From an optimization exercise on the open Yosys and OpenROAD flow, aimed at small area and a short achievable clock period; shortcuts taken in it are not production practice. Where RTL was checked, it was by simulation tests only, not by an equivalence proof against the original. Power figures rest on the tool's default switching activity, not on a simulated workload.

==> flow/design.v <==
module fifo(
  input clk,rst,wr_en,rd_en,
  input [7:0] buf_in,
  output reg [7:0]buf_out,
  output reg buf_empty,buf_full,
  output reg [6:0] fifo_counter
);
  reg [7:0] buf_mem[63:0];
  reg [7:0] rsel_lo, rsel_hi;    
  wire wr_acc = wr_en & ~buf_full;
  wire rd_acc = rd_en & ~buf_empty;
  wire inc = wr_acc & ~rd_acc;
  wire dec = rd_acc & ~wr_acc;
  integer i;
  always @(posedge clk) begin
    if (wr_acc) begin
      buf_mem[0] <= buf_in;
      for (i = 1; i < 64; i = i + 1)
        buf_mem[i] <= buf_mem[i-1];
    end
  end
  reg [7:0] rd_data;
  integer j;
  always @* begin
    rd_data = 8'd0;
    for (j = 0; j < 64; j = j + 1)
      rd_data = rd_data | (buf_mem[j] & {8{rsel_hi[j/8] & rsel_lo[j%8]}});
  end
  always @(posedge clk or posedge rst) begin
    if (rst)
      buf_out <= 8'd0;
    else if (rd_acc)
      buf_out <= rd_data;
  end
  always @(posedge clk or posedge rst) begin
    if (rst) begin
      fifo_counter <= 7'd0;
      rsel_lo <= 8'h80;
      rsel_hi <= 8'h80;
      buf_empty <= 1'b1;
      buf_full <= 1'b0;
    end else begin
      if (inc) begin
        fifo_counter <= fifo_counter + 7'd1;
        rsel_lo <= {rsel_lo[6:0], rsel_lo[7]};
        if (rsel_lo[7]) rsel_hi <= {rsel_hi[6:0], rsel_hi[7]};
      end else if (dec) begin
        fifo_counter <= fifo_counter - 7'd1;
        rsel_lo <= {rsel_lo[0], rsel_lo[7:1]};
        if (rsel_lo[0]) rsel_hi <= {rsel_hi[0], rsel_hi[7:1]};
      end
      buf_full  <= buf_full ? ~rd_en : (fifo_counter == 7'd63) & wr_en & ~rd_en;
      buf_empty <= buf_empty ? ~wr_en : (fifo_counter == 7'd1) & rd_en & ~wr_en;
    end
  end
endmodule
==> flow/config.mk <==
export PLATFORM = sky130hd
export DESIGN_NAME = fifo
export DESIGN_NICKNAME = fifo
export VERILOG_FILES = /design/flow/design.v
export SDC_FILE = /design/flow/constraint.sdc
export NUM_CORES = 4
export LEC_CHECK = 0
export CAP_MARGIN = 20
export CORE_MARGIN = 2
export CORE_UTILIZATION = 40
export SETUP_SLACK_MARGIN = 1.4
export SLEW_MARGIN = 20
==> flow/constraint.sdc <==
create_clock -name core_clock -period 3.3 [get_ports {clk}]
set_input_delay 0.6600 -clock core_clock [delete_from_list [all_inputs] [get_ports {clk}]]
set_output_delay 0.6600 -clock core_clock [all_outputs]
set_load 0.01 [all_outputs]
standard.sh (not shown) runs the stock make flow with config.mk's settings and CLKGATE_MAP_FILE= SYNTH_SCRIPT=/design/flow/synth_recipe.tcl, a recipe that flattens the netlist after the stock synthesis.
==> flow/flow/run.sh <==
#!/bin/bash
# Standard ORFS layout, with plain buffers on the ports, resizing not limited
# to each cell's footprint, and larger clock-tree sink clusters.
set -euo pipefail
bash standard.sh MATCH_CELL_FOOTPRINT=0 \
  "BUFFER_PORTS_ARGS=-buffer_cell sky130_fd_sc_hd__buf_4" \
  "CTS_ARGS=-sink_clustering_enable -repair_clock_nets -dont_use_dummy_load -sink_clustering_size 30 -sink_clustering_max_diameter 100" \
  finish > flow.log 2>&1
==> next run, changes <==
--- a/flow/design.v
+++ b/flow/design.v
@@ -17,16 +17,22 @@
       buf_mem[0] <= buf_in;
       for (i = 1; i < 64; i = i + 1)
         buf_mem[i] <= buf_mem[i-1];
     end
   end
+  reg [7:0] grp [7:0];
   reg [7:0] rd_data;
-  integer j;
+  integer g, j;
   always @* begin
+    for (g = 0; g < 8; g = g + 1) begin
+      grp[g] = 8'd0;
+      for (j = 0; j < 8; j = j + 1)
+        grp[g] = grp[g] | (buf_mem[8*g+j] & {8{rsel_lo[j]}});
+    end
     rd_data = 8'd0;
-    for (j = 0; j < 64; j = j + 1)
-      rd_data = rd_data | (buf_mem[j] & {8{rsel_hi[j/8] & rsel_lo[j%8]}});
+    for (g = 0; g < 8; g = g + 1)
+      rd_data = rd_data | (grp[g] & {8{rsel_hi[g]}});
   end
   always @(posedge clk or posedge rst) begin
     if (rst)
       buf_out <= 8'd0;
     else if (rd_acc)
Effect:
- The new run completed without violations
- setup slack is better by 0.14 ns
- synthesized area decreases by 1.9%
- fmax goes up by about 7%
- cell count is lower by 8.2%
- count of clock-buffer cells in the layout stays the same
- total power went down by about 1.1%
- cell area fell by 1.9%
- non-clock buffer count falls by 45
- utilization rose by 0.18 points
- wire length went down by about 15%
- worst hold slack is worse by 0.031 ns
- combinational power fell by 14%
For the first run of this note, only the layout was checked, not whether the RTL still works.

## static timing again, ports no longer ideal
How much do the figures lean on ideal ports? The routed layouts below were timed once more, with nothing changed but the port constraints.
Step 1 sets driving cells, clkbuf_16 on the clock port and buf_2 on the other inputs (assumed; they add their load-dependent delay and slew).
Step 2 adds t to the input delays and takes it off the output delays; t is the mean of the earliest and latest rising clock arrival at the registers after step 1. Input paths then give back, and output paths get back, about the clock's delay inside the block.
Three values: ideal ports, drivers, drivers and shift; two values: the first two.
| run | t, ns | slack for setup (ns) | hold slack, ns | worst register clock-pin slew, ns |
|---|---|---|---|---|
| the first run | 0.601 | 1.177 / 1.177 / 0.991 | 0.211 / 0.180 / 0.390 | 0.12 / 0.12 |
| the second run | 0.586 | 1.321 / 1.308 / 1.056 | 0.180 / 0.147 / 0.396 | 0.12 / 0.12 |
After both steps every run listed still meets setup and hold. The setup slack of the second run, which loses most, moves by -0.013 ns with the drivers and by -0.265 ns with both steps.
